What follows belongs to an exercise in optimizing a design on an open flow for small area and a short achievable clock period; a production flow would make more cautious choices.
Function was not checked in any run shown here: the RTL went through the layout flow alone.
Power figures rest on the tool's default switching activity, not on a simulated workload.

## flow/config.mk

```make
export PLATFORM = sky130hd
export DESIGN_NAME = mac_array
export DESIGN_NICKNAME = mac_array
export VERILOG_FILES = /design/flow/design.v
export SDC_FILE = /design/flow/constraint.sdc
export NUM_CORES = 4
export LEC_CHECK = 0
export CAP_MARGIN = 20
export CORE_MARGIN = 2
export CORE_UTILIZATION = 40
export CTS_BUF_LIST = sky130_fd_sc_hd__clkbuf_4 sky130_fd_sc_hd__clkbuf_8
export SETUP_SLACK_MARGIN = 4.0
export SLEW_MARGIN = 20
export SYNTH_HIERARCHICAL = 1
```

## flow/constraint.sdc

```tcl
create_clock -name core_clock -period 8.5 [get_ports {clk}]
set_input_delay 1.7000 -clock core_clock [delete_from_list [all_inputs] [get_ports {clk}]]
set_output_delay 1.7000 -clock core_clock [all_outputs]
set_load 0.01 [all_outputs]
```

## flow/design.v

```verilog
module csa_fa (
    input  a,
    input  b,
    input  c,
    output s,
    output co
);
    assign s = a ^ b ^ c;
    assign co = (a & b) | (a & c) | (b & c);
endmodule
module csa_ha (
    input  a,
    input  b,
    output s,
    output co
);
    assign s = a ^ b;
    assign co = a & b;
endmodule
module csa_han (
    input  a,
    input  b,
    output s,
    output co
);
    assign s = ~(a ^ b);
    assign co = a | b;
endmodule
module sigmoid_activation #(
    parameter WIDTH = 16,
    parameter FRAC_BITS = 11
)(
    input  [15:0] x,
    output [15:0] y
);
    wire neg_sat = x[15] & ~(x[14] & x[13]);
    wire pos_sat = ~x[15] & (x[14] | (x[13] & (|x[12:0])));
    wire [15:0] lin = {~x[15], x[15], x[15], x[15:3]};
    assign y = pos_sat ? 16'hFFFF : (neg_sat ? 16'h0000 : lin);
endmodule
module mac_unit (
    input  clk,
    input  rst_n,
    input  enable,
    input  clear_acc,
    input  [7:0] input_data,
    input  [7:0] weight,
    output [15:0] mac_out,
    output [15:0] activated_out,
    output valid,
    output overflow
);
    reg [7:0] lo_l;
    reg [7:0] up_s;    
    reg [7:0] up_c;
    reg        up_ci;
    reg [15:0] acc_hi;
    reg        hi_p;
    reg        overflow_reg;
    reg        valid_reg;
    reg        alive;
    wire [7:0] ur_g = up_s & up_c;
    wire [7:0] ur_p = up_s ^ up_c;
    wire ur_g0c = ur_g[0] | (ur_p[0] & up_ci);
    wire ur_g1_1 = ur_g[1] | (ur_p[1] & ur_g0c);
    wire ur_g1_3 = ur_g[3] | (ur_p[3] & ur_g[2]);
    wire ur_p1_3 = ur_p[3] & ur_p[2];
    wire ur_g1_5 = ur_g[5] | (ur_p[5] & ur_g[4]);
    wire ur_p1_5 = ur_p[5] & ur_p[4];
    wire ur_g1_7 = ur_g[7] | (ur_p[7] & ur_g[6]);
    wire ur_p1_7 = ur_p[7] & ur_p[6];
    wire ur_g2_2 = ur_g[2] | (ur_p[2] & ur_g1_1);
    wire ur_g2_3 = ur_g1_3 | (ur_p1_3 & ur_g1_1);
    wire ur_g2_6 = ur_g[6] | (ur_p[6] & ur_g1_5);
    wire ur_p2_6 = ur_p[6] & ur_p1_5;
    wire ur_g2_7 = ur_g1_7 | (ur_p1_7 & ur_g1_5);
    wire ur_p2_7 = ur_p1_7 & ur_p1_5;
    wire ur_g3_4 = ur_g[4] | (ur_p[4] & ur_g2_3);
    wire ur_g3_5 = ur_g1_5 | (ur_p1_5 & ur_g2_3);
    wire ur_g3_6 = ur_g2_6 | (ur_p2_6 & ur_g2_3);
    wire ur_g3_7 = ur_g2_7 | (ur_p2_7 & ur_g2_3);
    wire [7:0] ur_s = ur_p ^ {ur_g3_6, ur_g3_5, ur_g3_4, ur_g2_3, ur_g2_2, ur_g1_1, ur_g0c, up_ci};
    wire ur_co = ur_g3_7;
    wire [15:0] acc = {ur_s, lo_l};
    wire hi_inc = hi_p | ur_co;
    wire ovf = overflow_reg | (hi_inc & (&acc_hi));
    wire [15:0] hi_n = (acc_hi + {15'd0, hi_inc}) & {16{~clear_acc & alive}};
    wire [7:0] a_g = input_data & {8{enable}};
    wire [15:0] lo_m = acc & {16{~clear_acc}};
    wire [63:0] ppt;
    wire [15:0] acct = lo_m;
    genvar gi, gj;
    generate
        for (gi = 0; gi < 8; gi = gi + 1) begin : g_pp_i
            for (gj = 0; gj < 8; gj = gj + 1) begin : g_pp_j
                assign ppt[gi*8+gj] = (a_g[gi] & weight[gj]);
            end
        end
    endgenerate
    wire ts1, tc2, ts3, tc4, ts5, tc6, ts7, tc8, ts9, tc10, ts11, tc12, ts13, tc14, ts15, tc16, ts17, tc18, ts19, tc20, ts21, tc22, ts23, tc24, ts25, tc26, ts27, tc28, ts29, tc30, ts31, tc32, ts33, tc34, ts35, tc36, ts37, tc38, ts39, tc40, ts41, tc42, ts43, tc44, ts45, tc46, ts47, tc48, ts49, tc50, ts51, tc52, ts53, tc54, ts55, tc56, ts57, tc58, ts59, tc60, ts61, tc62, ts63, tc64, ts65, tc66, ts67, tc68, ts69, tc70, ts71, tc72, ts73, tc74, ts75, tc76, ts77, tc78, ts79, tc80, ts81, tc82, ts83, tc84, ts85, tc86, ts87, tc88, ts89, tc90, ts91, tc92, ts93, tc94, ts95, tc96, ts97, tc98, ts99, tc100, ts101, tc102, ts103, tc104, ts105, tc106, ts107, tc108, ts109, tc110, ts111, tc112;
    csa_ha u_ts1 (.a(acct[5]), .b(ppt[12]), .s(ts1), .co(tc2));
    csa_fa u_ts3 (.a(acct[6]), .b(ppt[13]), .c(ppt[20]), .s(ts3), .co(tc4));
    csa_ha u_ts5 (.a(ppt[27]), .b(ppt[34]), .s(ts5), .co(tc6));
    csa_fa u_ts7 (.a(acct[7]), .b(ppt[14]), .c(ppt[21]), .s(ts7), .co(tc8));
    csa_fa u_ts9 (.a(ppt[28]), .b(ppt[35]), .c(ppt[42]), .s(ts9), .co(tc10));
    csa_ha u_ts11 (.a(ppt[49]), .b(ppt[56]), .s(ts11), .co(tc12));
    csa_fa u_ts13 (.a(acct[8]), .b(ppt[15]), .c(ppt[22]), .s(ts13), .co(tc14));
    csa_fa u_ts15 (.a(ppt[29]), .b(ppt[36]), .c(ppt[43]), .s(ts15), .co(tc16));
    csa_ha u_ts17 (.a(ppt[50]), .b(ppt[57]), .s(ts17), .co(tc18));
    csa_fa u_ts19 (.a(acct[9]), .b(ppt[23]), .c(ppt[30]), .s(ts19), .co(tc20));
    csa_fa u_ts21 (.a(ppt[37]), .b(ppt[44]), .c(ppt[51]), .s(ts21), .co(tc22));
    csa_fa u_ts23 (.a(acct[10]), .b(ppt[31]), .c(ppt[38]), .s(ts23), .co(tc24));
    csa_ha u_ts25 (.a(acct[3]), .b(ppt[10]), .s(ts25), .co(tc26));
    csa_fa u_ts27 (.a(acct[4]), .b(ppt[11]), .c(ppt[18]), .s(ts27), .co(tc28));
    csa_ha u_ts29 (.a(ppt[25]), .b(ppt[32]), .s(ts29), .co(tc30));
    csa_fa u_ts31 (.a(ppt[19]), .b(ppt[26]), .c(ppt[33]), .s(ts31), .co(tc32));
    csa_fa u_ts33 (.a(ppt[40]), .b(ppt[5]), .c(ts1), .s(ts33), .co(tc34));
    csa_fa u_ts35 (.a(ppt[41]), .b(ppt[48]), .c(ppt[6]), .s(ts35), .co(tc36));
    csa_fa u_ts37 (.a(tc2), .b(ts5), .c(ts3), .s(ts37), .co(tc38));
    csa_fa u_ts39 (.a(ppt[7]), .b(tc6), .c(ts11), .s(ts39), .co(tc40));
    csa_fa u_ts41 (.a(tc4), .b(ts7), .c(ts9), .s(ts41), .co(tc42));
    csa_fa u_ts43 (.a(tc12), .b(ts17), .c(tc10), .s(ts43), .co(tc44));
    csa_fa u_ts45 (.a(tc8), .b(ts13), .c(ts15), .s(ts45), .co(tc46));
    csa_fa u_ts47 (.a(ppt[58]), .b(tc18), .c(tc14), .s(ts47), .co(tc48));
    csa_fa u_ts49 (.a(tc16), .b(ts19), .c(ts21), .s(ts49), .co(tc50));
    csa_fa u_ts51 (.a(ppt[45]), .b(ppt[52]), .c(ppt[59]), .s(ts51), .co(tc52));
    csa_fa u_ts53 (.a(tc20), .b(tc22), .c(ts23), .s(ts53), .co(tc54));
    csa_fa u_ts55 (.a(acct[11]), .b(ppt[39]), .c(ppt[46]), .s(ts55), .co(tc56));
    csa_fa u_ts57 (.a(ppt[53]), .b(ppt[60]), .c(tc24), .s(ts57), .co(tc58));
    csa_fa u_ts59 (.a(acct[12]), .b(ppt[47]), .c(ppt[54]), .s(ts59), .co(tc60));
    csa_ha u_ts61 (.a(acct[2]), .b(ppt[16]), .s(ts61), .co(tc62));
    csa_fa u_ts63 (.a(ppt[17]), .b(ppt[24]), .c(ppt[3]), .s(ts63), .co(tc64));
    csa_fa u_ts65 (.a(ppt[4]), .b(tc26), .c(ts29), .s(ts65), .co(tc66));
    csa_fa u_ts67 (.a(tc30), .b(tc28), .c(ts31), .s(ts67), .co(tc68));
    csa_fa u_ts69 (.a(tc32), .b(ts35), .c(tc34), .s(ts69), .co(tc70));
    csa_fa u_ts71 (.a(tc36), .b(ts39), .c(tc38), .s(ts71), .co(tc72));
    csa_fa u_ts73 (.a(tc40), .b(ts43), .c(tc42), .s(ts73), .co(tc74));
    csa_fa u_ts75 (.a(tc44), .b(ts47), .c(tc46), .s(ts75), .co(tc76));
    csa_fa u_ts77 (.a(ts51), .b(tc48), .c(tc50), .s(ts77), .co(tc78));
    csa_fa u_ts79 (.a(tc52), .b(ts55), .c(ts57), .s(ts79), .co(tc80));
    csa_fa u_ts81 (.a(ppt[61]), .b(tc56), .c(ts59), .s(ts81), .co(tc82));
    csa_fa u_ts83 (.a(acct[13]), .b(ppt[55]), .c(ppt[62]), .s(ts83), .co(tc84));
    csa_ha u_ts85 (.a(acct[1]), .b(ppt[1]), .s(ts85), .co(tc86));
    csa_fa u_ts87 (.a(ppt[2]), .b(ppt[9]), .c(ts61), .s(ts87), .co(tc88));
    csa_fa u_ts89 (.a(tc62), .b(ts25), .c(ts63), .s(ts89), .co(tc90));
    csa_fa u_ts91 (.a(tc64), .b(ts27), .c(ts65), .s(ts91), .co(tc92));
    csa_fa u_ts93 (.a(tc66), .b(ts33), .c(ts67), .s(ts93), .co(tc94));
    csa_fa u_ts95 (.a(tc68), .b(ts37), .c(ts69), .s(ts95), .co(tc96));
    csa_fa u_ts97 (.a(ts41), .b(tc70), .c(ts71), .s(ts97), .co(tc98));
    csa_fa u_ts99 (.a(ts45), .b(tc72), .c(ts73), .s(ts99), .co(tc100));
    csa_fa u_ts101 (.a(ts49), .b(tc74), .c(ts75), .s(ts101), .co(tc102));
    csa_fa u_ts103 (.a(ts53), .b(tc76), .c(ts77), .s(ts103), .co(tc104));
    csa_fa u_ts105 (.a(tc54), .b(tc78), .c(ts79), .s(ts105), .co(tc106));
    csa_fa u_ts107 (.a(tc58), .b(ts81), .c(tc80), .s(ts107), .co(tc108));
    csa_fa u_ts109 (.a(tc60), .b(ts83), .c(tc82), .s(ts109), .co(tc110));
    csa_fa u_ts111 (.a(acct[14]), .b(ppt[63]), .c(tc84), .s(ts111), .co(tc112));
    wire [15:0] row_a = {acct[15], ts111, ts109, tc106, tc104, tc102, tc100, tc98, tc96, tc94, tc92, tc90, tc88, tc86, ppt[8], acct[0]};
    wire [15:0] row_b = {tc112, tc110, tc108, ts107, ts105, ts103, ts101, ts99, ts97, ts95, ts93, ts91, ts89, ts87, ts85, ppt[0]};
    wire [7:0] lr_g = row_a[7:0] & row_b[7:0];
    wire [7:0] lr_p = row_a[7:0] ^ row_b[7:0];
    wire lr_g1_1 = lr_g[1] | (lr_p[1] & lr_g[0]);
    wire lr_g1_3 = lr_g[3] | (lr_p[3] & lr_g[2]);
    wire lr_p1_3 = lr_p[3] & lr_p[2];
    wire lr_g1_5 = lr_g[5] | (lr_p[5] & lr_g[4]);
    wire lr_p1_5 = lr_p[5] & lr_p[4];
    wire lr_g1_7 = lr_g[7] | (lr_p[7] & lr_g[6]);
    wire lr_p1_7 = lr_p[7] & lr_p[6];
    wire lr_g2_2 = lr_g[2] | (lr_p[2] & lr_g1_1);
    wire lr_g2_3 = lr_g1_3 | (lr_p1_3 & lr_g1_1);
    wire lr_g2_6 = lr_g[6] | (lr_p[6] & lr_g1_5);
    wire lr_p2_6 = lr_p[6] & lr_p1_5;
    wire lr_g2_7 = lr_g1_7 | (lr_p1_7 & lr_g1_5);
    wire lr_p2_7 = lr_p1_7 & lr_p1_5;
    wire lr_g3_4 = lr_g[4] | (lr_p[4] & lr_g2_3);
    wire lr_g3_5 = lr_g1_5 | (lr_p1_5 & lr_g2_3);
    wire lr_g3_6 = lr_g2_6 | (lr_p2_6 & lr_g2_3);
    wire lr_g3_7 = lr_g2_7 | (lr_p2_7 & lr_g2_3);
    wire [7:0] lr_s = lr_p ^ {lr_g3_6, lr_g3_5, lr_g3_4, lr_g2_3, lr_g2_2, lr_g1_1, lr_g[0], 1'b0};
    wire lr_co = lr_g3_7;
    wire c16 = 1'b0;
    always @(posedge clk or negedge rst_n) begin
        if (!rst_n) begin
            lo_l <= 8'd0;
            up_s <= 8'd0;
            up_c <= 8'd0;
            up_ci <= 1'b0;
            alive <= 1'b0;
            hi_p <= 1'b0;
            overflow_reg <= 1'b0;
            valid_reg <= 1'b0;
        end else begin
            lo_l <= lr_s;
            up_s <= row_a[15:8];
            up_c <= row_b[15:8];
            up_ci <= lr_co;
            alive <= 1'b1;
            hi_p <= c16;
            overflow_reg <= ~clear_acc & ovf;
            valid_reg <= enable;
        end
    end
    always @(posedge clk) begin
        acc_hi <= hi_n;
    end
    assign overflow = ovf;
    assign valid = valid_reg;
    assign mac_out = acc;
    sigmoid_activation activation (
        .x(acc),
        .y(activated_out)
    );
endmodule
module mac_array (
    input  clk,
    input  rst_n,
    input  [3:0] enable,
    input  [3:0] clear_acc,
    input  [31:0] input_data,
    input  [31:0] weight,
    output [63:0] mac_out,
    output [63:0] activated_out,
    output [3:0] valid,
    output [3:0] overflow
);
    genvar i;
    generate
        for (i = 0; i < 4; i = i + 1) begin : mac_channels
            mac_unit mac_inst (
                .clk(clk),
                .rst_n(rst_n),
                .enable(enable[i]),
                .clear_acc(clear_acc[i]),
                .input_data(input_data[8*i+7:8*i]),
                .weight(weight[8*i+7:8*i]),
                .mac_out(mac_out[16*i+15:16*i]),
                .activated_out(activated_out[16*i+15:16*i]),
                .valid(valid[i]),
                .overflow(overflow[i])
            );
        end
    endgenerate
endmodule
```

## flow/flow/run.sh

```bash
#!/bin/bash
# Layout flow: the standard ORFS flow with two changes.
#  1. Synthesis extracts full/half adder cells only inside the carry-save
#     cells (csa_fa, csa_ha); the other adders are left to ABC, so their
#     carry chains are not built from slow full-adder cells.  Registers are
#     untouched, so they match the standard synthesis.
#  2. The port buffers use the smallest buffer cell; timing repair upsizes
#     the ones on critical paths.
set -euo pipefail
HERE=$PWD
sed 's/^\(  extract_fa {\*}\[dont_use_extract_fa_args\]\)$/\1 csa_fa csa_ha/' \
  "$FLOW_HOME/scripts/synth.tcl" > "$HERE/synth_sel.tcl"
grep -q 'dont_use_extract_fa_args\] csa_fa csa_ha' "$HERE/synth_sel.tcl"
sed "s#^source \$::env(SCRIPTS_DIR)/synth.tcl\$#source $HERE/synth_sel.tcl#" \
  "$HERE/synth_recipe.tcl" > "$HERE/synth_recipe_sel.tcl"
grep -q "source $HERE/synth_sel.tcl" "$HERE/synth_recipe_sel.tcl"
export BUFFER_PORTS_ARGS="-buffer_cell sky130_fd_sc_hd__buf_1"
bash standard.sh SYNTH_SCRIPT="$HERE/synth_recipe_sel.tcl" finish > standard.log 2>&1
```

## flow/standard.sh

```bash
#!/bin/bash
# synth_recipe.tcl (not shown) runs the flow's synth.tcl, then flattens the netlist and writes it again
# the make line also repeats each setting of config.mk as NAME=value (left out here)
make -C /OpenROAD-flow-scripts/flow DESIGN_CONFIG=/design/flow/config.mk WORK_HOME=/design/flow/orfs CLKGATE_MAP_FILE= SYNTH_SCRIPT=/design/flow/synth_recipe.tcl "${@:-finish}"
```

==> results of run 1 <==
-- per-stage QoR --
step           hold slack, ns  area, um2
3_3_place_gp            0.464      16900
6_report                0.487      19200
5_1_grt                 0.514      19200
2_1_floorplan           0.452      15900
3_5_place_dp            0.479      16900
4_1_cts                 0.493      18300
-- worst max-delay path by stage --
stage / endpoint / slack (ns) / cells past startpoint
after global routing: activated_out[24] / 3.66 / 10
after detailed placement: mac_channels[0].mac_inst.lo_l[6] / 3.37 / 10
after global placement: mac_channels[0].mac_inst.lo_l[6] / 3.43 / 10
after CTS: activated_out[16] / 3.88 / 10
after floorplan: mac_channels[0].mac_inst.lo_l[6] / 4.00 / 11
final: activated_out[46] / 3.82 / 11
-- logic make-up (layout without fill, tap and decap cells) --
family | after synthesis | after routing | synth area share (%)
buffers and inverters | 80 | 344 | 2.55
AO/OA/AOI/OAI | 284 | 284 | 13.2
multiplexers | 4 | 4 | 0.255
XOR/XNOR | 136 | 136 | 8.15
other | 4 | 4 | 0.0955
AND/OR/NAND/NOR | 604 | 609 | 21.5
adder cells (fa/ha/maj) | 244 | 244 | 28.3
flip-flops | 176 | 176 | 26.0
-- cell usage in the layout, fill, tap and decap left out, types with 33 or more instances in the layout --
cell | synthesis | final
xnor2_1 | 100 | 89
nor2_1 | 60 | 58
buf_4 | 8 | 73
nand2_1 | 88 | 77
nor2b_1 | 72 | 72
and3_1 | 256 | 253
buf_1 | 4 | 150
o21ai_0 | 56 | 39
a21oi_1 | 44 | 33
dfxtp_1 | 64 | 64
dfrtp_1 | 112 | 108
fa_1 | 192 | 192
-- Yosys stat by module (local to each module, per instance), a selection --
module | cells inside | cell area (um2) | times used | flops+latches
sigmoid_activation | 26 | 180 | 4 | 0
csa_fa | 1 | 20.0 | 192 | 0
mac_unit | 301 | 2690 | 4 | 44
csa_ha | 1 | 12.5 | 32 | 0
-- area by class of cell --
type	instances	area, um2	area share (%)
multi-input combinational	1281	12300	64.0
timing repair buffer	300	1760	9.18
clock buffer	21	277	1.44
tap	518	648	3.38
inverter	12	45.0	0.235
sequential	176	4090	21.3
clock inverter	11	81.3	0.425
-- cell usage after synthesis, drive strengths merged (8+ instances only) --
cell	instances	share of area [%]
inv	12	0.29
o22ai	8	0.32
a211oi	8	0.38
and3	260	10
o21a	12	0.80
dfrtp	112	18
buf	28	1.3
o2bb2ai	40	2.2
o211ai	28	1.5
nand2	88	2.1
o31ai	12	0.57
maj3	20	1.3
nor4	16	0.64
or4	8	0.38
nand4	12	0.48
nand2b	16	0.64
a41o	8	0.51
or3	16	0.64
a31oi	8	0.32
nand3	32	1.0
or2	8	0.32
nor2b	72	2.9
nor2	60	1.4
xnor2	100	5.6
a22o	12	0.67
dfxtp	64	8.1
xor2	36	2.6
clkbuf	40	0.95
a31o	20	1.1
ha	32	2.5
fa	192	24
nor3	8	0.25
a21oi	44	1.4
o21ai	60	1.9
-- worst max-delay path: cells and delay by family, from the launching register on --
kind                       cells  cell delay, ns
and+or+nand+nor                1            0.04
buffers and inverters          4            0.56
AOI/OAI and AO/OA              4            0.86
DFF                            1            0.42
xor gates and xnor gates       1            0.25
adders and majority gates      1            0.35
-- power by group through the flow --
stage,clock network [mW],registers (mW),logic (mW)
after floorplan,0,1.25,2.42
final,0.555,1.32,4.88
after global routing,0.613,1.35,5.28
after detailed placement,0,1.30,3.37
after CTS,0.576,1.30,4.13
after global placement,0,1.30,3.31
-- timing repair --
action | CTS | global route
buffers inserted | 53 | 27
endpoints found under the hold margin | 0 | 0
hold buffers | 0 | 0
resized for setup | 162 | 118
gates cloned | 4 | 3
setup endpoints to repair | 64 | 66
pin swaps | 48 | 46
-- routing by layer --
layer / global-route usage, % / routed length [um] / up-vias
met5: 0 / 0 / -
met4: 6.47 / 760 / 0
met3: 2.48 / 1490 / 53
met2: 33.5 / 20700 / 307
met1: 26.7 / 18700 / 6561
li1: - / - / 6002
==> impl_metrics.toml, run 1 <==
[run_status]
status = "timing/DRC/antenna clean"

[route]
viasPerCell = 5.57
drc = 0
wirelength_um = 41600
wl_per_cell_um = 17.9
dr.pass1.iters = 5
vias = 12923
ant_nets = 0
detail_route.iter0.violations = 816

[global_routing]
grt_pass1_wl_um = 65800
grt_overflow = 0
grt_pass1_vias = 12733
grt_max_degree = 69
grt.total_usage_pct = 19.9
grt_antenna_before_repair = 0

[timing]
timing.final.ws_setup_ns = 3.82
min_period_over_period_pct = 55.1
setup_violations = 0
clock_skew_ns = 0.0124
slew_headroom_pct = 43.9
fmax_mhz = 214
finalMaxSlewViolations = 0
grt_setup_unrepaired = "true"
hold_violations = 0
fin_crit_ns = 4.68
tightestPinTransition_ns = 0.842
setup_tns_ns = 0

[power_and_ir_drop]
peakVddDrop_uv = 257
switching_share_pct = 47.3
pwr-share-seq_pct = 19.5
total_power_mw = 6.76
p_leak_nw = 8.64
clkPwrFrac_pct = 8.2
internal_power_mw = 3.56
pwr-share-comb_pct = 72.3
p_per_area_nw_per_um2 = 353
p_sw_mw = 3.20

[critical_path]
critPathCaptureType = "primary output"
r2r_start = "mac_channels[3].mac_inst.up_c[0]"
path_common_cell = "buf_6"
reg2reg_depth = 7
worstPathArrival_ns = 2.98
critPathRequiredTime_ns = 6.80
crit_path_max_fanout = 6
path_cells = "a222oi_1 -> buf_4 -> buf_6 -> o21a_4 -> nor2_2 -> maj3_2 -> xor2_4 -> o21ai_2 -> buf_6 -> o21ai_4 -> buf_6"
crit_type = "flop to primary output"
rrSetupSlack_ns = 4.99
crit_path_top_delay_cell = "a222oi_1"
crit_start = "mac_channels[2].mac_inst.up_s[3]"
startpoint_type = "flop"
r2r_end = "mac_channels[3].mac_inst.up_c[2]"
max_stage_delay_ns = 0.45

[worst_hold_path]
hold_class = "flop to flop"
min_path_cells = 2
hold_end = "mac_channels[2].mac_inst.acc_hi[12]"
worstHoldStart = "mac_channels[2].mac_inst.acc_hi[12]"

[clock_tree]
clk_latency_ns = 0.50
root_buffer = "clkbuf_8"
cts_max_level = 4
cts_tree = "done"
cts_buffers = 17
clock_sinks = 176
clkSlewWorstSetupHoldPaths_ns = 0.10
clockBufferDepth = 2

[yosys]
synth-seq-cells = 176
seq_area_frac_synth_pct = 26.0
synth_area_um2 = 15700
synth_edf_count = 0
syn_inst = 1532
yosysWarnings = 7
ys_async_sr_fraction_pct = 63.6
ys_types = 54
syn_nets = 1830
syn_avg_cell_area_um2 = 10.3
synth-main-ff-cell = "dfrtp_1"

[cells_and_area]
final_nets = 2086
regMostFlops = "mac_channels.mac_inst.acc_hi"
diodes = 0
finish.utilization_pct = 49.4
num-fill-cells = 3514
largest_reg_flops = 64
drive_gt1_share_pct = 20.5
fin_cells = 2319
areaGrowthSynthToFinish_pct = 21.8

[floorplan]
io_pins = 210
start_util_pct = 40.6
core_um2 = 38700
fp.dieArea_um2 = 40900
die_w_um = 202
rows = 72
die_h_um = 202

[placement]
finalWeightedCongestion = 0.835
dpl.hpwl_um = 29300
dp_cells = 2199
pre_cts_ws_ns = 3.37
io_buffers = 209

[job]
max-cap-violations = 0
==> inputs of run 2 (changes only) <==
--- a/flow/config.mk
+++ b/flow/config.mk
@@ -11,3 +11,3 @@
 export CTS_BUF_LIST = sky130_fd_sc_hd__clkbuf_4 sky130_fd_sc_hd__clkbuf_8
-export SETUP_SLACK_MARGIN = 4.0
+export SETUP_SLACK_MARGIN = 3.85
 export SLEW_MARGIN = 20
==> run 2 against run 1 <==
  * Still clean on timing, DRC and antenna
  * Flip-flop and latch count did not move
  * Setup slack improved by 0.068 ns
  * Register-to-register slack got worse by 0.15 ns
  * Combinational power fell by 13%
  * Sequential power barely moved
  * Synthesized cell count did not move
  * Maximum frequency rose by 1.5%
==> impl_metrics.toml, run 2 <==
[power_and_ir_drop]
p_sw_mw = 3.01
clkPwrFrac_pct = 9.4
p_per_area_nw_per_um2 = 335
internal_power_mw = 3.14
switching_share_pct = 48.9
pwr-share-comb_pct = 69.3
p_leak_nw = 8.28
peakVddDrop_uv = 287
total_power_mw = 6.14
pwr-share-seq_pct = 21.3

[cells_and_area]
multi_input_area_um2 = 11900
regMostFlops = "mac_channels.mac_inst.acc_hi"
drive_gt1_share_pct = 15.8
largest_reg_flops = 64
finish.utilization_pct = 47.4
final_nets = 2048
num-fill-cells = 3628
areaGrowthSynthToFinish_pct = 16.8
diodes = 0
seq_area_um2 = 4090
final_cell_mix = "and3_1, fa_1, buf_1, dfrtp_1, xnor2_1"
layout_commonest_cell = "and3_1"

[critical_path]
timing.critical_path.buf_inv = 1
crit_start = "mac_channels[0].mac_inst.up_c[1]"
crit_type = "flop to primary output"
crit_path_max_fanout = 6
reg2reg_depth = 7
crit_path_top_delay_cell = "dfrtp_1"
max_stage_delay_ns = 0.43
cp.depth = 8
path_cells = "o22ai_1 -> o21ai_0 -> maj3_1 -> xnor2_2 -> nor4_4 -> and4_4 -> o2bb2ai_2 -> buf_2"
startpoint_type = "flop"
worstPathArrival_ns = 2.91
rrSetupSlack_ns = 4.84
critPathCaptureType = "primary output"
cp_top_family = "simple AND/OR/NAND/NOR gates"
r2r_start = "mac_channels[2].mac_inst.up_c[0]"
r2r_end = "mac_channels[2].mac_inst.up_c[2]"
critPathRequiredTime_ns = 6.80
cp-endpoint = "activated_out[3]"

[yosys]
ys_async_sr_fraction_pct = 63.6
synth_area_leaders = "fa_1, dfrtp_1, and3_1"
syn_avg_cell_area_um2 = 10.3
ys_types = 54
syn_nets = 1830
yosysWarnings = 7
synth_edf_count = 0
synth.largest_area_cell = "fa_1"
synthTopCellsByCount = "and3_1, fa_1, dfrtp_1, xnor2_1, nand2_1"
yosys.cell_count.top_type = "and3_1"
synth_area_um2 = 15700
synth-main-ff-cell = "dfrtp_1"
yosys.area.top_type_share_pct = 24.4
seq_area_frac_synth_pct = 26.0
synth-seq-cells = 176
syn_inst = 1532

[route]
detail_route.iter0.violations = 645
wirelength_um = 40500
drc = 0
dr.pass1.iters = 5
vias = 12691
wl_per_cell_um = 17.8
viasPerCell = 5.56
ant_nets = 0

[run_status]
status = "timing/DRC/antenna clean"

[floorplan]
fp.dieArea_um2 = 40900
core_um2 = 38700
start_util_pct = 40.6
die_w_um = 202
io_pins = 210
rows = 72
die_h_um = 202

[clock_tree]
cts_max_level = 4
clkSlewWorstSetupHoldPaths_ns = 0.09
clk_latency_ns = 0.50
cts_tree = "done"
clock_sinks = 176
cts_buffers = 17
root_buffer = "clkbuf_8"
clockBufferDepth = 2
hold_buffers = 0

[placement]
finalWeightedCongestion = 0.840
dpl.hpwl_um = 29200
io_buffers = 209

[timing]
fin_crit_ns = 4.61
finalMaxSlewViolations = 0
grt_setup_unrepaired = "true"
fmax_mhz = 217
slew_headroom_pct = 37.3
finalHoldWorstSlack_ns = 0.490
tightestPinTransition_ns = 0.940
setup_tns_ns = 0
min_period_over_period_pct = 54.3
clock_skew_ns = 0.0221
hold_violations = 0
setup_violations = 0

[global_routing]
grt_pass1_vias = 12607
grt_overflow = 0
grt.total_usage_pct = 19.6
grt_max_degree = 69
grt_pass1_wl_um = 65100
grt_antenna_before_repair = 0

[worst_hold_path]
hold_class = "flop to flop"

[job]
max-cap-violations = 0
## run 2: cell types whose count changed in the layout (fill, tap and decap cells not counted), moves of 7 or more
cell,change
buf_4,-34
buf_6,-17
buf_1,+12
o2bb2ai_4,-11
buf_2,-9
clkbuf_2,+9
o2bb2ai_1,+7
## run 2: layout make-up
type / count / share of cell area (%)
clock inverter: 11 / 0.518
tap: 518 / 3.53
timing repair buffer: 258 / 6.98
multi-input combinational: 1285 / 65.0
sequential: 176 / 22.3
inverter: 12 / 0.245
clock buffer: 21 / 1.51
## run 2: kinds of logic (layout without fill, tap and decap cells)
group	count (synthesis)	count (layout)	synth area share, %
fa+ha+maj	244	244	28.3
compound gates	284	286	13.2
xor+xnor	136	136	8.15
mux	4	4	0.255
simple gates	604	611	21.5
other cells	4	4	0.0955
flops	176	176	26.0
buf+inv	80	302	2.55
## run 2: layer usage
metal	vias to the layer above	share of wire (%)	global-route usage, %
met2	269	49	32.7
met1	6447	47	27.0
met4	0	1.2	5.06
met5	-	0	0
met3	32	3.6	2.76
li1	5943	-	-
## run 2: tightest hold or removal path, stage by stage (launching register included)
cell and delay [ns]:
dfxtp_1 0.33, o31ai_1 0.07, a21oi_1 0.05
## run 2: stage by stage
step,instance area (um2),setup WS [ns],instances
floorplan,15700,3.86,1532
finish,18400,3.89,2281
detailed placement,16900,3.40,2199
CTS,17600,3.84,2250
global placement,16900,3.46,2199
global route,18400,3.73,2281
## run 2: worst min path at each step
stage,from,endpoint,cells after the start
floorplan,mac_channels[0].mac_inst.acc_hi[12],mac_channels[0].mac_inst.acc_hi[12],2
global placement,mac_channels[2].mac_inst.acc_hi[12],mac_channels[2].mac_inst.acc_hi[12],2
detailed placement,mac_channels[0].mac_inst.acc_hi[12],mac_channels[0].mac_inst.acc_hi[12],2
CTS,mac_channels[3].mac_inst.acc_hi[12],mac_channels[3].mac_inst.acc_hi[12],2
global route,mac_channels[2].mac_inst.acc_hi[12],mac_channels[2].mac_inst.acc_hi[12],2
finish,mac_channels[2].mac_inst.acc_hi[12],mac_channels[2].mac_inst.acc_hi[12],2
## run 2: Yosys stat by module (local to each module, per instance), a selection
module	flip-flops and latches	cells	times used	area [um2]
csa_ha	0	1	32	12.5
csa_fa	0	1	192	20.0
sigmoid_activation	0	26	4	180
mac_unit	44	301	4	2690
## run 2: power groups by stage
| stage | clock (mW) | combinational, mW | sequential (mW) |
|---|---|---|---|
| after floorplan | 0 | 2.40 | 1.25 |
| after global placement | 0 | 3.32 | 1.31 |
| after detailed placement | 0 | 3.37 | 1.31 |
| after CTS | 0.601 | 3.65 | 1.30 |
| after global routing | 0.631 | 4.65 | 1.34 |
| final | 0.575 | 4.26 | 1.31 |
## run 2: repair_timing
item	in CTS	in global routing
endpoints found under the setup margin	60	66
gates cloned	4	7
resized for setup	61	160
setup buffers	15	24
pin swaps	18	44
==> inputs of run 3 (changes only) <==
--- a/flow/design.v
+++ b/flow/design.v
@@ -60,3 +60,2 @@
     reg        valid_reg;
-    reg        alive;
     wire [7:0] ur_g = up_s & up_c;
@@ -86,3 +85,3 @@
     wire ovf = overflow_reg | (hi_inc & (&acc_hi));
-    wire [15:0] hi_n = (acc_hi + {15'd0, hi_inc}) & {16{~clear_acc & alive}};
+    wire [15:0] hi_n = (acc_hi + {15'd0, hi_inc}) & {16{~clear_acc}};
     wire [7:0] a_g = input_data & {8{enable}};
@@ -186,3 +185,3 @@
             up_ci <= 1'b0;
-            alive <= 1'b0;
+            acc_hi <= 16'd0;
             hi_p <= 1'b0;
@@ -195,3 +194,3 @@
             up_ci <= lr_co;
-            alive <= 1'b1;
+            acc_hi <= hi_n;
             hi_p <= c16;
@@ -200,5 +199,2 @@
         end
-    end
-    always @(posedge clk) begin
-        acc_hi <= hi_n;
     end
==> run 3 against run 2 <==
  * Still clean on timing, DRC and antenna
  * Via count up 1.3%
  * Power fell by 3.0%
  * Combinational power down 5.6%
  * Cell count rose by 0.35%
  * Non-clock buffer count fell by 6
  * Setup slack better by 0.089 ns
  * Sequential power is essentially flat
  * Sequential share of layout area grew 0.96 points
  * First-iteration DRC count rose by 3.4%
  * Largest power group unchanged
==> impl_metrics.toml, run 3 <==
[run_status]
status = "timing/DRC/antenna clean"

[yosys]
synth-main-ff-cell = "dfrtp_1"
syn_avg_cell_area_um2 = 10.3
synth_area_um2 = 16000
yosys.area.top_type_share_pct = 26.9
ys_types = 51
synth-seq-cells = 172
yosysWarnings = 7
synth.largest_area_cell = "dfrtp_1"
yosys.cell_count.top_type = "and3_1"
synthTopCellsByCount = "and3_1, fa_1, dfrtp_1, xnor2_1, nor2b_1"
syn_inst = 1552
synth_edf_count = 0
syn_nets = 1850
seq_area_frac_synth_pct = 26.9
ys_async_sr_fraction_pct = 100
synth_area_leaders = "dfrtp_1, fa_1, and3_1"

[timing]
tightestPinTransition_ns = 0.878
min_period_over_period_pct = 53.2
clock_skew_ns = 0.0167
finalMaxSlewViolations = 0
setup_tns_ns = 0
fin_crit_ns = 4.52
setup_violations = 0
fmax_mhz = 221
grt_setup_unrepaired = "true"
hold_violations = 0
slew_headroom_pct = 41.4

[clock_tree]
cts_max_level = 4
clockBufferDepth = 2
clk_latency_ns = 0.54
clock_sinks = 172
root_buffer = "clkbuf_8"
hold_buffers = 0
clkSlewWorstSetupHoldPaths_ns = 0.09
cts_tree = "done"
cts_buffers = 17

[global_routing]
grt_antenna_before_repair = 0
grt.total_usage_pct = 20.6
grt_overflow = 0
grt_pass1_wl_um = 67700
grt_pass1_vias = 12813
grt_max_degree = 68

[placement]
post_dp_cell_area_um2 = 17100
io_buffers = 209
dpl.hpwl_um = 29700
finalWeightedCongestion = 0.838

[cells_and_area]
regMostFlops = "mac_channels.mac_inst.acc_hi"
num-fill-cells = 3765
layout_commonest_cell = "and3_1"
final_cell_mix = "and3_1, fa_1, buf_1, dfrtp_1, xnor2_1"
drive_gt1_share_pct = 16.6
diodes = 0
areaGrowthSynthToFinish_pct = 16.6
final_nets = 2049
largest_reg_flops = 64
fin_area_um2 = 18700

[critical_path]
cp_top_family = "simple AND/OR/NAND/NOR gates"
path_cells = "o22ai_4 -> o21ai_1 -> maj3_1 -> xnor2_4 -> nor4_4 -> and4_4 -> o21ai_0 -> buf_2"
startpoint_type = "flop"
timing.critical_path.buf_inv = 1
max_stage_delay_ns = 0.47
crit_type = "flop to primary output"
critPathRequiredTime_ns = 6.80
critPathCaptureType = "primary output"
worstPathArrival_ns = 2.82
crit_path_max_fanout = 6
crit_path_top_delay_cell = "dfrtp_2"

[worst_hold_path]
hold_class = "flop to flop"

[floorplan]
core_um2 = 39600
io_pins = 210
die_w_um = 204
start_util_pct = 40.4
die_h_um = 204
fp.dieArea_um2 = 41700
rows = 73

[route]
dr.pass1.iters = 5
wl_met3_um = 1810
detail_route.iter0.violations = 667
viasPerCell = 5.62
wl_per_cell_um = 18.5
ant_nets = 0
drc = 0
wl_met2_um = 20800
vias = 12857
wirelength_um = 42400
top_layer = "met4"
m1WireLength_um = 19000

[power_and_ir_drop]
p_leak_nw = 8.58
total_power_mw = 5.96
p_per_area_nw_per_um2 = 319
peakVddDrop_uv = 220

[job]
max-cap-violations = 0
-- run 3: cell count changes after synthesis, sizes merged, moves of 16 or more --
cell	delta
xnor2	+16
inv	+28
mux2	+24
dfxtp	-64
clkbuf	+16
dfrtp	+60
nand2	-24
o211ai	-24
a21oi	+20
nor2b	+16
xor2	-16
-- run 3: Yosys stat by module, one instance, submodules excluded, a selection --
| module | copies in the design | flops+latches |
|---|---|---|
| sigmoid_activation | 4 | 0 |
| mac_unit | 4 | 43 |
| csa_ha | 32 | 0 |
| csa_fa | 192 | 0 |
-- run 3: final timing paths --
path	start	endpoint	slack, ns	depth (start not counted)
max in group asynchronous	rst_n	mac_channels[2].mac_inst.up_c[1]	5.85	2
setup reg to reg	mac_channels[1].mac_inst.up_c[0]	mac_channels[1].mac_inst.up_c[3]	4.78	8
hold reg to reg	mac_channels[2].mac_inst.acc_hi[13]	mac_channels[2].mac_inst.acc_hi[13]	0.56	2
setup / recovery	mac_channels[1].mac_inst.up_c[1]	activated_out[27]	3.98	8
min in group asynchronous	rst_n	mac_channels[0].mac_inst.lo_l[4]	1.23	1
hold / removal	mac_channels[2].mac_inst.acc_hi[13]	mac_channels[2].mac_inst.acc_hi[13]	0.56	2
-- run 3: metrics by stage --
| step | cells | setup slack, ns | utilization [%] | hold slack, ns |
|---|---|---|---|---|
| 4_1_cts | 2271 | 3.85 | 45.7 | 0.564 |
| 3_3_place_gp | 2216 | 3.34 | 43.2 | 0.531 |
| 6_report | 2289 | 3.98 | 47.1 | 0.561 |
| 2_1_floorplan | 1552 | 3.83 | - | 0.516 |
| 3_5_place_dp | 2216 | 3.24 | 43.2 | 0.550 |
| 5_1_grt | 2289 | 3.81 | 47.1 | 0.592 |
-- run 3: final cells by class --
| type | instances | area, um2 | share of cell area, % |
|---|---|---|---|
| repair buffers | 252 | 1170 | 6.29 |
| clock inverters | 10 | 140 | 0.751 |
| multi-input cells | 1268 | 11900 | 63.9 |
| clock buffers | 22 | 284 | 1.52 |
| flip-flops and latches | 172 | 4340 | 23.2 |
| well taps | 525 | 657 | 3.52 |
| inverters | 40 | 150 | 0.804 |
-- run 3: routing by layer --
metal	up-vias	GRT usage, %
met2	325	33.5
met4	0	6.86
met1	6588	27.9
li1	5889	-
met3	55	3.68
met5	-	0
-- run 3: tightest hold or removal path: stages (launching register included) --
cell and delay [ns]:
dfrtp_1 0.39, o21ai_0 0.07, a21oi_1 0.06
-- run 3: timing repair --
item                                    in CTS  in global routing
setup buffers                               18                 12
cloned                                       5                  6
resized for setup                          100                124
pin swaps                                   15                 21
endpoints found under the setup margin      61                 65
-- run 3: report_power, final --
group          internal, mW  total [mW]  switching, mW  leakage (nW)
registers              1.02        1.30          0.273          2.23
logic                  1.73        4.02           2.29          6.14
clock network         0.315       0.644          0.329         0.209
total                  3.07        5.96           2.89          8.58
-- run 3: kinds of logic (layout without fill, tap and decap cells) --
kind of cell               after synthesis  in the layout  synth area share (%)
and+or+nand+nor                        620            627                  22.7
xor gates and xnor gates               136            136                  7.44
muxes                                   24             24                  1.69
AOI/OAI and AO/OA                      236            237                  10.0
adders and majority gates              244            244                  27.7
DFF                                    172            172                  26.9
buffers and inverters                  120            324                  3.53
==> inputs of run 4 (changes only) <==
--- a/flow/config.mk
+++ b/flow/config.mk
@@ -11,3 +11,3 @@
 export CTS_BUF_LIST = sky130_fd_sc_hd__clkbuf_4 sky130_fd_sc_hd__clkbuf_8
-export SETUP_SLACK_MARGIN = 3.85
+export SETUP_SLACK_MARGIN = 3.7
 export SLEW_MARGIN = 20
==> run 4 against run 3 <==
  * Global-route usage fell by 1.7 points
  * Non-clock buffer count fell by 23
  * Critical path depth rose by 1
  * Hold slack got worse by 0.0028 ns
  * Clock-buffer cell count fell by 2
  * Maximum frequency fell by 2.5%
  * Utilization fell by 1.7 points
  * Sequential power fell by 4%
  * Sequential share of layout area rose by 0.69 points
  * Clock skew fell by 0.0043 ns
  * Via count fell by 3.7%
  * Combinational power fell by 9.7%
  * Highest routed layer unchanged
==> impl_metrics.toml, run 4 <==
[route]
vias = 12380
dr.pass1.iters = 5
viasPerCell = 5.48
wirelength_um = 38700
detail_route.iter0.violations = 639
ant_nets = 0
wl_per_cell_um = 17.1
drc = 0

[yosys]
synth_top_family_by_area = "adder cells"
syn_nets = 1850
seq_area_frac_synth_pct = 26.9
synth-main-ff-cell = "dfrtp_1"
yosysWarnings = 7
ys_types = 51
yosys.cell_count.top_type = "and3_1"
synth-adder-area-share_pct = 27.8
yosys.area.top_type_share_pct = 26.9
synthTopCellsByCount = "and3_1, fa_1, dfrtp_1, xnor2_1, nor2b_1"
synth_edf_count = 0
syn_avg_cell_area_um2 = 10.3
synthSimpleGateAreaFrac_pct = 22.7
synth_compound_area_share_pct = 10.0
ys_async_sr_fraction_pct = 100
synth_area_um2 = 16000
synth_area_leaders = "dfrtp_1, fa_1, and3_1"
synthXorXnorAreaFrac_pct = 7.44
synth-seq-cells = 172
synth.area.mux_share_pct = 1.69
synth.largest_area_cell = "dfrtp_1"
syn_inst = 1552

[critical_path]
crit_type = "flop to primary output"
critPathCaptureType = "primary output"
critPathRequiredTime_ns = 6.80
path_cells = "a22oi_1 -> o221ai_1 -> and2_2 -> maj3_1 -> xnor2_2 -> o21ai_0 -> buf_4 -> o2bb2ai_1 -> buf_1"
timing.critical_path.buf_inv = 2
max_stage_delay_ns = 0.43
startpoint_type = "flop"
crit_path_top_delay_cell = "dfrtp_1"
worstPathArrival_ns = 2.94
crit_path_max_fanout = 13
cp_top_family = "compound AO/OA/AOI/OAI gates"

[global_routing]
grt.total_usage_pct = 19.0
grt_pass1_wl_um = 63400
grt_max_degree = 71
grt_pass1_vias = 12111
grt_overflow = 0
grt_antenna_before_repair = 0

[job]
max-cap-violations = 0

[timing]
clock_skew_ns = 0.0124
fmax_mhz = 216
tightestPinTransition_ns = 0.879
hold_violations = 0
setup_tns_ns = 0
min_period_over_period_pct = 54.6
finalMaxSlewViolations = 0
fin_crit_ns = 4.64
grt_setup_unrepaired = "true"
slew_headroom_pct = 41.4
setup_violations = 0

[placement]
dpl.hpwl_um = 29200
finalWeightedCongestion = 0.868
io_buffers = 209

[cells_and_area]
diodes = 0
largest_reg_flops = 64
final_nets = 2019
layout_commonest_cell = "and3_1"
final_cell_mix = "and3_1, buf_1, fa_1, dfrtp_1, xnor2_1"
areaGrowthSynthToFinish_pct = 12.4
regMostFlops = "mac_channels.mac_inst.acc_hi"
drive_gt1_share_pct = 9.63

[clock_tree]
root_buffer = "clkbuf_8"
cts_buffers = 17
cts_max_level = 4
cts_tree = "done"
clockBufferDepth = 2
clkSlewWorstSetupHoldPaths_ns = 0.09
clock_sinks = 172
clk_latency_ns = 0.50

[power_and_ir_drop]
p_per_area_nw_per_um2 = 304
peakVddDrop_uv = 187
p_leak_nw = 8.28
total_power_mw = 5.48

[worst_hold_path]
hold_class = "flop to flop"

[floorplan]
die_w_um = 204
core_um2 = 39600
fp.dieArea_um2 = 41700
io_pins = 210
die_h_um = 204
rows = 73
start_util_pct = 40.4

[run_status]
status = "timing/DRC/antenna clean"
==> run 4: cell counts after synthesis <==
No cell type changed its count.
==> run 4: final timing paths <==
kind,start,end,slack (ns),cells past startpoint
max,mac_channels[3].mac_inst.up_s[3],activated_out[55],3.86,9
min in group asynchronous,rst_n,mac_channels[0].mac_inst.up_s[0],1.26,1
max in group asynchronous,rst_n,mac_channels[3].mac_inst.up_s[0],5.83,2
min,mac_channels[0].mac_inst.acc_hi[13],mac_channels[0].mac_inst.acc_hi[13],0.56,2
max reg2reg,mac_channels[3].mac_inst.up_ci,mac_channels[3].mac_inst.up_c[2],5.01,7
min reg2reg,mac_channels[0].mac_inst.acc_hi[13],mac_channels[0].mac_inst.acc_hi[13],0.56,2
==> run 4: power breakdown <==
| part | leakage, nW | switching (mW) | internal, mW |
|---|---|---|---|
| Sequential | 2.26 | 0.238 | 1.01 |
| Combinational | 5.83 | 2.13 | 1.50 |
| Clock | 0.188 | 0.318 | 0.281 |
==> run 4: stage by stage <==
stage / std cells / setup WS [ns] / instance area (um2) / utilization [%] / hold slack [ns]
final: 2259 / 3.86 / 18000 / 45.4 / 0.558
after global routing: 2259 / 3.67 / 18000 / 45.4 / 0.603
after CTS: 2252 / 3.65 / 17700 / 44.8 / 0.560
after detailed placement: 2220 / 3.17 / 17200 / 43.3 / 0.541
after global placement: 2220 / 3.35 / 17200 / 43.3 / 0.527
after floorplan: 1552 / 3.79 / 16000 / - / 0.516
==> run 4: worst register-to-register path: stages, from the launching register on <==
cell     delay, ns
dfrtp_1       0.45
maj3_1        0.38
xnor2_1       0.43
nor2b_1       0.25
fa_1          0.45
fa_1          0.44
fa_1          0.53
fa_1          0.43
==> run 4: cell type report <==
cell class	count	area, um2
fillers	3832	21600
flip-flops and latches	172	4310
clock buffers	20	269
clock inverters	12	136
repair buffers	229	952
inverters	40	150
well taps	525	657
multi-input cells	1261	11500
==> run 4: Yosys stat by module (local to each module, per instance), a selection <==
module	area, um2	cells inside
csa_fa	20.0	1
csa_ha	12.5	1
mac_unit	2760	306
sigmoid_activation	180	26
==> run 4: kinds of logic (layout without fill, tap and decap cells) <==
kind of cell,count (synthesis),after routing
DFF,172,172
and+or+nand+nor,620,621
muxes,24,24
xor gates and xnor gates,136,136
adders and majority gates,244,244
AOI/OAI and AO/OA,236,236
buffers and inverters,120,301
==> run 4: per-layer routing <==
layer / track usage (%) / wire [um] / vias up
li1: - / - / 5816
met2: 29.5 / 18200 / 254
met5: 0 / 0 / -
met1: 27.2 / 18000 / 6259
met4: 6.39 / 854 / 0
met3: 2.69 / 1580 / 51
==> run 4: repair_timing <==
item | CTS | global route
gates resized for setup | 36 | 44
cloned | 0 | 1
hold buffers | 0 | 0
buffers inserted | 0 | 6
pin swaps | 0 | 5
setup endpoints to repair | 60 | 57
==> inputs of run 5 (changes only) <==
--- a/flow/design.v
+++ b/flow/design.v
@@ -84,4 +84,7 @@
     wire hi_inc = hi_p | ur_co;
-    wire ovf = overflow_reg | (hi_inc & (&acc_hi));
-    wire [15:0] hi_n = (acc_hi + {15'd0, hi_inc}) & {16{~clear_acc}};
+    wire hi_fb = acc_hi[15] ^ acc_hi[11] ^ acc_hi[2] ^ acc_hi[0] ^ ~(|acc_hi[14:0]);
+    wire [15:0] hi_step = {acc_hi[14:0], hi_fb};
+    wire hi_full = (acc_hi == 16'h8000);
+    wire [15:0] hi_n = (hi_inc ? hi_step : acc_hi) & {16{~clear_acc}};
+    wire ovf = overflow_reg | (hi_inc & hi_full);
     wire [7:0] a_g = input_data & {8{enable}};
--- a/flow/config.mk
+++ b/flow/config.mk
@@ -11,3 +11,3 @@
 export CTS_BUF_LIST = sky130_fd_sc_hd__clkbuf_4 sky130_fd_sc_hd__clkbuf_8
-export SETUP_SLACK_MARGIN = 3.7
+export SETUP_SLACK_MARGIN = 3.8
 export SLEW_MARGIN = 20
==> run 5 against run 4 <==
  * Global-route usage is 0.71 points higher
  * Sequential power hardly changed
  * Critical endpoint is now activated_out[54]
  * Sequential share of layout area is 1.1 points lower
  * Utilization is 2.4 points higher
==> impl_metrics.toml, run 5 <==
[run_status]
status = "timing/DRC/antenna clean"

[placement]
finalWeightedCongestion = 0.833
io_buffers = 209
post_dp_cell_area_um2 = 17100
dpl.hpwl_um = 28600

[floorplan]
core_um2 = 39500
start_util_pct = 40.3
die_h_um = 203
io_pins = 210
die_w_um = 203
fp.dieArea_um2 = 41300
rows = 73

[worst_hold_path]
worstHoldStart = "mac_channels[0].mac_inst.overflow_reg"
hold_class = "flop to flop"

[power_and_ir_drop]
internal_power_mw = 3.03
pwr-share-comb_pct = 69.2
pwr-share-seq_pct = 21.0
p_per_area_nw_per_um2 = 315
p_leak_nw = 8.63
peakVddDrop_uv = 350
clkPwrFrac_pct = 9.9
switching_share_pct = 49.0
p_sw_mw = 2.90

[cells_and_area]
drive_gt1_share_pct = 18.2
final_cell_mix = "and3_1, fa_1, dfrtp_1, buf_1, xnor2_1"
largest_reg_flops = 64
regMostFlops = "mac_channels.mac_inst.acc_hi"
final_nets = 1980
fin_area_um2 = 18900
areaGrowthSynthToFinish_pct = 18.6
finish.utilization_pct = 47.8
diodes = 0
layout_commonest_cell = "and3_1"
num-fill-cells = 3668

[yosys]
yosys.cell_count.top_type = "and3_1"
syn_inst = 1452
synth.largest_area_cell = "dfrtp_1"
yosysWarnings = 7
synth_area_leaders = "dfrtp_1, fa_1, and3_1"
yosys.area.top_type_share_pct = 27.1
synth-seq-cells = 172
ys_types = 53
seq_area_frac_synth_pct = 27.1
syn_nets = 1750
synth_area_um2 = 15900
synth_edf_count = 0
syn_avg_cell_area_um2 = 10.9
ys_async_sr_fraction_pct = 100
synthTopCellsByCount = "and3_1, fa_1, dfrtp_1, xnor2_1"
synth-main-ff-cell = "dfrtp_1"

[critical_path]
crit_start = "mac_channels[3].mac_inst.up_s[5]"
crit_path_max_fanout = 5
critPathCaptureType = "primary output"
startpoint_type = "flop"
r2r_start = "mac_channels[0].mac_inst.up_s[0]"
crit_type = "flop to primary output"
critPathRequiredTime_ns = 6.80
worstPathArrival_ns = 2.98

[clock_tree]
cts_max_level = 4
cts_buffers = 17
clkSlewWorstSetupHoldPaths_ns = 0.10
clk_latency_ns = 0.50
clockBufferDepth = 2
clock_sinks = 172
root_buffer = "clkbuf_8"
cts_tree = "done"

[route]
detail_route.iter0.violations = 741
wirelength_um = 40900
ant_nets = 0
drc = 0
vias = 12308
wl_per_cell_um = 18.4
viasPerCell = 5.55
dr.pass1.iters = 5

[timing]
finalMaxSlewViolations = 0
fmax_mhz = 213
fin_crit_ns = 4.68
setup_violations = 0
grt_setup_unrepaired = "true"
hold_violations = 0
slew_headroom_pct = 35.7
min_period_over_period_pct = 55.1
setup_tns_ns = 0
tightestPinTransition_ns = 0.964
clock_skew_ns = 0.0171

[global_routing]
grt_pass1_vias = 12340
grt.total_usage_pct = 19.7
grt_antenna_before_repair = 0
grt_pass1_wl_um = 65300
grt_max_degree = 76
grt_overflow = 0

[job]
max-cap-violations = 0
[run 5: cell types whose count changed after synthesis, moves of 20 or more]
cell	previous run	this run
a21oi_1	60	24
mux2_2	20	0
mux2i_1	0	64
nand2_1	64	32
nand2b_1	4	64
nor2_1	60	20
nor2b_1	88	60
xnor2_1	116	92
[run 5: per-layer routing]
layer	global-route usage [%]	wire length [um]
met4	5.37	553
met3	2.24	1440
met5	0	0
met2	32.4	20300
met1	27.5	18600
[run 5: cell families after synthesis]
| group | Yosys count | synth area share (%) |
|---|---|---|
| AO/OA/AOI/OAI | 216 | 10.8 |
| XOR/XNOR | 124 | 6.83 |
| adder cells (fa/ha/maj) | 240 | 27.7 |
| buffers and inverters | 100 | 3.18 |
| flip-flops | 172 | 27.1 |
| multiplexers | 64 | 4.03 |
| AND/OR/NAND/NOR | 536 | 20.3 |
[run 5: what timing repair did]
action | 4_1_cts | 5_1_grt
endpoints found under the hold margin | 0 | 0
resized for setup | 80 | 152
buffers inserted | 33 | 22
hold buffers | 0 | 0
pin swaps | 23 | 42
cloned | 6 | 4
setup endpoints to repair | 64 | 64
[run 5: layout make-up]
type                       count  area [um2]  area share, %
clock inverter                13         133          0.704
sequential                   172        4310           22.9
tap                          525         657           3.48
inverter                      24        95.1          0.504
timing repair buffer         279        1500           7.96
multi-input combinational   1188       11900           63.2
clock buffer                  18         248           1.31
[run 5: final timing paths]
check | endpoint | slack [ns] | cells after the start
hold reg to reg | mac_channels[0].mac_inst.overflow_reg | 0.51 | 1
min in group asynchronous | mac_channels[1].mac_inst.lo_l[1] | 1.14 | 1
setup reg to reg | mac_channels[0].mac_inst.up_c[2] | 4.78 | 8
hold / removal | mac_channels[0].mac_inst.overflow_reg | 0.51 | 1
max in group asynchronous | mac_channels[1].mac_inst.up_c[5] | 6.04 | 2
setup / recovery | activated_out[54] | 3.82 | 10
[run 5: per-module statistics from Yosys, one instance, submodules excluded, excerpt]
| module | area [um2] | flip-flops and latches |
|---|---|---|
| mac_unit | 2730 | 43 |
| sigmoid_activation | 180 | 0 |
| csa_fa | 20.0 | 0 |
| csa_ha | 12.5 | 0 |
[run 5: critical path: stages (launching register included)]
cell and delay, ns:
dfrtp_1 0.44, xnor2_1 0.15, or4_4 0.53, o211ai_1 0.10, buf_4 0.21, nor3_2 0.09
a211oi_4 0.27, buf_4 0.21, nand2_2 0.17, o2bb2ai_2 0.17, buf_2 0.14
[run 5: per-stage QoR]
step                      total power, mW  instances  hold slack, ns  worst slack, ns
final                                5.93       2219           0.508             3.82
after detailed placement             4.54       2122           0.487             2.85
after global routing                 6.40       2219           0.529             3.63
after floorplan                      3.57       1452           0.473             3.65
after CTS                            5.48       2192           0.508             3.81
after global placement               4.47       2122           0.481             2.91
[run 5: power by group through the flow]
stage	combinational, mW	clock [mW]	sequential (mW)
global route	4.48	0.642	1.27
CTS	3.64	0.613	1.22
finish	4.10	0.586	1.24
floorplan	2.38	0	1.19
global placement	3.24	0	1.23
detailed placement	3.31	0	1.23
==> inputs of run 6 (changes only) <==
--- a/flow/design.v
+++ b/flow/design.v
@@ -53,4 +53,4 @@
     reg [7:0] lo_l;
-    reg [7:0] up_s;    
-    reg [7:0] up_c;
+    reg [7:0] up_p;    
+    reg [7:0] up_g;    
     reg        up_ci;
@@ -60,4 +60,4 @@
     reg        valid_reg;
-    wire [7:0] ur_g = up_s & up_c;
-    wire [7:0] ur_p = up_s ^ up_c;
+    wire [7:0] ur_g = up_g;
+    wire [7:0] ur_p = up_p;
     wire ur_g0c = ur_g[0] | (ur_p[0] & up_ci);
@@ -84,7 +84,4 @@
     wire hi_inc = hi_p | ur_co;
-    wire hi_fb = acc_hi[15] ^ acc_hi[11] ^ acc_hi[2] ^ acc_hi[0] ^ ~(|acc_hi[14:0]);
-    wire [15:0] hi_step = {acc_hi[14:0], hi_fb};
-    wire hi_full = (acc_hi == 16'h8000);
-    wire [15:0] hi_n = (hi_inc ? hi_step : acc_hi) & {16{~clear_acc}};
-    wire ovf = overflow_reg | (hi_inc & hi_full);
+    wire ovf = overflow_reg | (hi_inc & (&acc_hi));
+    wire [15:0] hi_n = (acc_hi + {15'd0, hi_inc}) & {16{~clear_acc}};
     wire [7:0] a_g = input_data & {8{enable}};
@@ -185,4 +182,4 @@
             lo_l <= 8'd0;
-            up_s <= 8'd0;
-            up_c <= 8'd0;
+            up_p <= 8'd0;
+            up_g <= 8'd0;
             up_ci <= 1'b0;
@@ -194,4 +191,4 @@
             lo_l <= lr_s;
-            up_s <= row_a[15:8];
-            up_c <= row_b[15:8];
+            up_p <= row_a[15:8] ^ row_b[15:8];
+            up_g <= row_b[15:8] & row_a[15:8];
             up_ci <= lr_co;
--- a/flow/config.mk
+++ b/flow/config.mk
@@ -11,3 +11,3 @@
 export CTS_BUF_LIST = sky130_fd_sc_hd__clkbuf_4 sky130_fd_sc_hd__clkbuf_8
-export SETUP_SLACK_MARGIN = 3.8
+export SETUP_SLACK_MARGIN = 4.0
 export SLEW_MARGIN = 20
==> run 6 against run 5 <==
  * Utilization up 1.7 points
  * Wire length up 5.4%
  * Critical path type unchanged
  * Largest cell class unchanged
  * Register-to-register slack gained 0.05 ns
  * Flip-flop and latch count unchanged
  * Die area increased by 3.0%
==> impl_metrics.toml, run 6 <==
[yosys]
yosys.area.top_type_share_pct = 26.3
syn_nets = 1890
synth-main-ff-cell = "dfrtp_1"
synthTopCellsByCount = "and3_1, fa_1, dfrtp_1, xor2_1, nor2_1"
syn_inst = 1592
synth-seq-cells = 172
synth_area_leaders = "dfrtp_1, fa_1, and3_1"
synth_edf_count = 0
synth.largest_area_cell = "dfrtp_1"
syn_avg_cell_area_um2 = 10.3
ys_async_sr_fraction_pct = 100
yosys.cell_count.top_type = "and3_1"
ys_types = 54
seq_area_frac_synth_pct = 26.3
synth_area_um2 = 16400
yosysWarnings = 7

[floorplan]
core_um2 = 40600
die_h_um = 206
start_util_pct = 40.3
fp.dieArea_um2 = 42600
die_w_um = 206
io_pins = 210
rows = 74

[timing]
tightestPinTransition_ns = 0.689
min_period_over_period_pct = 54.0
hold_violations = 0
setup_violations = 0
fin_crit_ns = 4.59
setup_tns_ns = 0
timing.final.ws_setup_ns = 3.91
finalHoldWorstSlack_ns = 0.545
slew_headroom_pct = 53.6
grt_setup_unrepaired = "true"
fmax_mhz = 218
finalMaxSlewViolations = 0
clock_skew_ns = 0.0173

[cells_and_area]
largest_reg_flops = 64
layout_commonest_cell = "and3_1"
fin_area_um2 = 20100
final_cell_mix = "and3_1, fa_1, dfrtp_1, buf_1, nor2_1"
final_nets = 2124
fin_cells = 2371
regMostFlops = "mac_channels.mac_inst.acc_hi"
diodes = 0
finish.utilization_pct = 49.5
drive_gt1_share_pct = 21.9
areaGrowthSynthToFinish_pct = 22.8

[placement]
io_buffers = 209
post_dp_cell_area_um2 = 17600
finalWeightedCongestion = 0.833
pre_cts_ws_ns = 2.78
dpl.hpwl_um = 28700
dp_cells = 2248

[worst_hold_path]
worstHoldStart = "mac_channels[3].mac_inst.acc_hi[4]"
hold_class = "flop to flop"

[critical_path]
crit_type = "flop to primary output"
critPathCaptureType = "primary output"
startpoint_type = "flop"
max_stage_delay_ns = 0.45
r2r_start = "mac_channels[3].mac_inst.up_ci"
worstPathArrival_ns = 2.89
path_cells = "a21oi_4 -> nand4b_1 -> nand2_2 -> a21oi_1 -> xnor2_1 -> nand2_1 -> nand2_4 -> o2bb2ai_4 -> buf_6"
timing.critical_path.buf_inv = 1
crit_start = "mac_channels[2].mac_inst.up_ci"
critPathRequiredTime_ns = 6.80
crit_path_max_fanout = 10
crit_path_top_delay_cell = "xnor2_1"
cp_top_family = "simple AND/OR/NAND/NOR gates"

[route]
wirelength_um = 43100
wl_per_cell_um = 18.2
detail_route.iter0.violations = 844
ant_nets = 0
viasPerCell = 5.55
drc = 0
dr.pass1.iters = 7
vias = 13158

[global_routing]
grt_pass1_wl_um = 67200
grt_max_degree = 173
grt_pass1_vias = 12571
grt.total_usage_pct = 20.1
grt_antenna_before_repair = 0
grt_overflow = 0

[clock_tree]
clock_sinks = 172
cts_max_level = 4
hold_buffers = 0
cts_tree = "done"
root_buffer = "clkbuf_8"
cts_buffers = 17
clkSlewWorstSetupHoldPaths_ns = 0.11
clk_latency_ns = 0.56
clockBufferDepth = 2

[power_and_ir_drop]
p_per_area_nw_per_um2 = 326
peakVddDrop_uv = 444
clkPwrFrac_pct = 9.5
p_leak_nw = 9.70
switching_share_pct = 47.3
p_sw_mw = 3.10
pwr-share-seq_pct = 19.4
internal_power_mw = 3.46
total_power_mw = 6.56
pwr-share-comb_pct = 71.1

[run_status]
status = "timing/DRC/antenna clean"

[job]
max-cap-violations = 0
-- run 6: cell type report --
class | instances | area (um2)
Clock buffer | 19 | 262
Sequential cell | 172 | 4300
Tap cell | 532 | 666
Multi-Input combinational cell | 1310 | 12600
Clock inverter | 13 | 138
Timing Repair Buffer | 305 | 2120
Inverter | 20 | 77.6
Fill cell | 3690 | 20500
-- run 6: Yosys stat by module, one instance, submodules excluded, a selection --
module              cell area (um2)  flip-flops and latches  cells inside
csa_ha                         12.5                       0             1
sigmoid_activation              180                       0            26
csa_fa                         20.0                       0             1
mac_unit                       2860                      43           316
-- run 6: worst min-delay path: cells and delay by family (launching register included) --
kind	cells	cell delay [ns]
xor gates and xnor gates	1	0.07
DFF	1	0.37
and+or+nand+nor	1	0.07
-- run 6: cells by family (layout without fill, tap and decap cells) --
| group | Yosys count | in the layout | share of synthesized area (%) |
|---|---|---|---|
| AND/OR/NAND/NOR | 676 | 680 | 23.7 |
| adder cells (fa/ha/maj) | 224 | 224 | 25.9 |
| flip-flops | 172 | 172 | 26.3 |
| XOR/XNOR | 172 | 172 | 9.19 |
| AO/OA/AOI/OAI | 232 | 234 | 11.7 |
| buffers and inverters | 116 | 357 | 3.18 |
-- run 6: power groups by stage --
stage | Combinational, mW | Clock [mW] | Sequential [mW]
2_1_floorplan | 2.49 | 0 | 1.19
3_3_place_gp | 3.41 | 0 | 1.23
3_5_place_dp | 3.46 | 0 | 1.23
4_1_cts | 3.88 | 0.657 | 1.25
5_1_grt | 5.09 | 0.681 | 1.30
6_report | 4.66 | 0.622 | 1.27
-- run 6: worst paths after layout --
kind	endpoint	slack, ns	cells past startpoint
max	activated_out[32]	3.91	9
min	mac_channels[3].mac_inst.acc_hi[4]	0.54	2
max reg2reg	mac_channels[3].mac_inst.up_g[2]	4.83	13
min reg2reg	mac_channels[3].mac_inst.acc_hi[4]	0.54	2
max in group asynchronous	mac_channels[2].mac_inst.acc_hi[13]	6.40	3
min in group asynchronous	mac_channels[0].mac_inst.lo_l[0]	1.11	2
-- run 6: per-layer routing --
metal	track usage (%)	vias to the layer above	wire length, um
met5	0	-	0
met4	6.17	0	791
met3	3.34	52	1860
met2	31.9	319	21300
met1	28.0	6687	19200
li1	-	6100	-
-- run 6: what timing repair did --
item	in CTS	in global routing
setup endpoints to repair	66	67
setup buffers	34	37
gates resized for setup	140	207
gates cloned	6	13
pin swaps	25	48

==> static timing again, ports no longer ideal <==
How much do the figures lean on ideal ports? The routed layouts below were timed once more, with nothing changed but the port constraints. Step 1: set_driving_cell puts a clkbuf_16 on clk and a buf_2 on each other input, an assumption about the parent block. Step 2 also shifts input and output timing later by t, the mid clock arrival at the registers, as if the neighbouring blocks saw the same clock. Slacks: ideal / step 1 / step 2; pairs: ideal / step 1.
run	t (ns)	setup slack, ns	latest minus earliest clock arrival (ns)	worst register clock-pin slew, ns	worst slew at a driven data input, ns
run 1	0.540	3.820 / 3.777 / 3.663	0.015 / 0.015	0.10 / 0.10	0.05
run 2	0.527	3.888 / 3.846 / 3.506	0.022 / 0.022	0.11 / 0.11	0.04
run 3	0.583	3.977 / 3.927 / 3.453	0.017 / 0.017	0.10 / 0.10	0.06
run 4	0.536	3.861 / 3.815 / 3.393	0.014 / 0.013	0.10 / 0.10	0.03
run 5	0.538	3.815 / 3.769 / 3.423	0.020 / 0.020	0.10 / 0.10	0.05
run 6	0.595	3.909 / 3.860 / 3.377	0.025 / 0.025	0.11 / 0.11	0.11
After both steps every run listed still meets setup and hold. For run 6, which loses most, drivers alone change the setup slack by -0.049 ns; drivers and shift together by -0.532 ns.
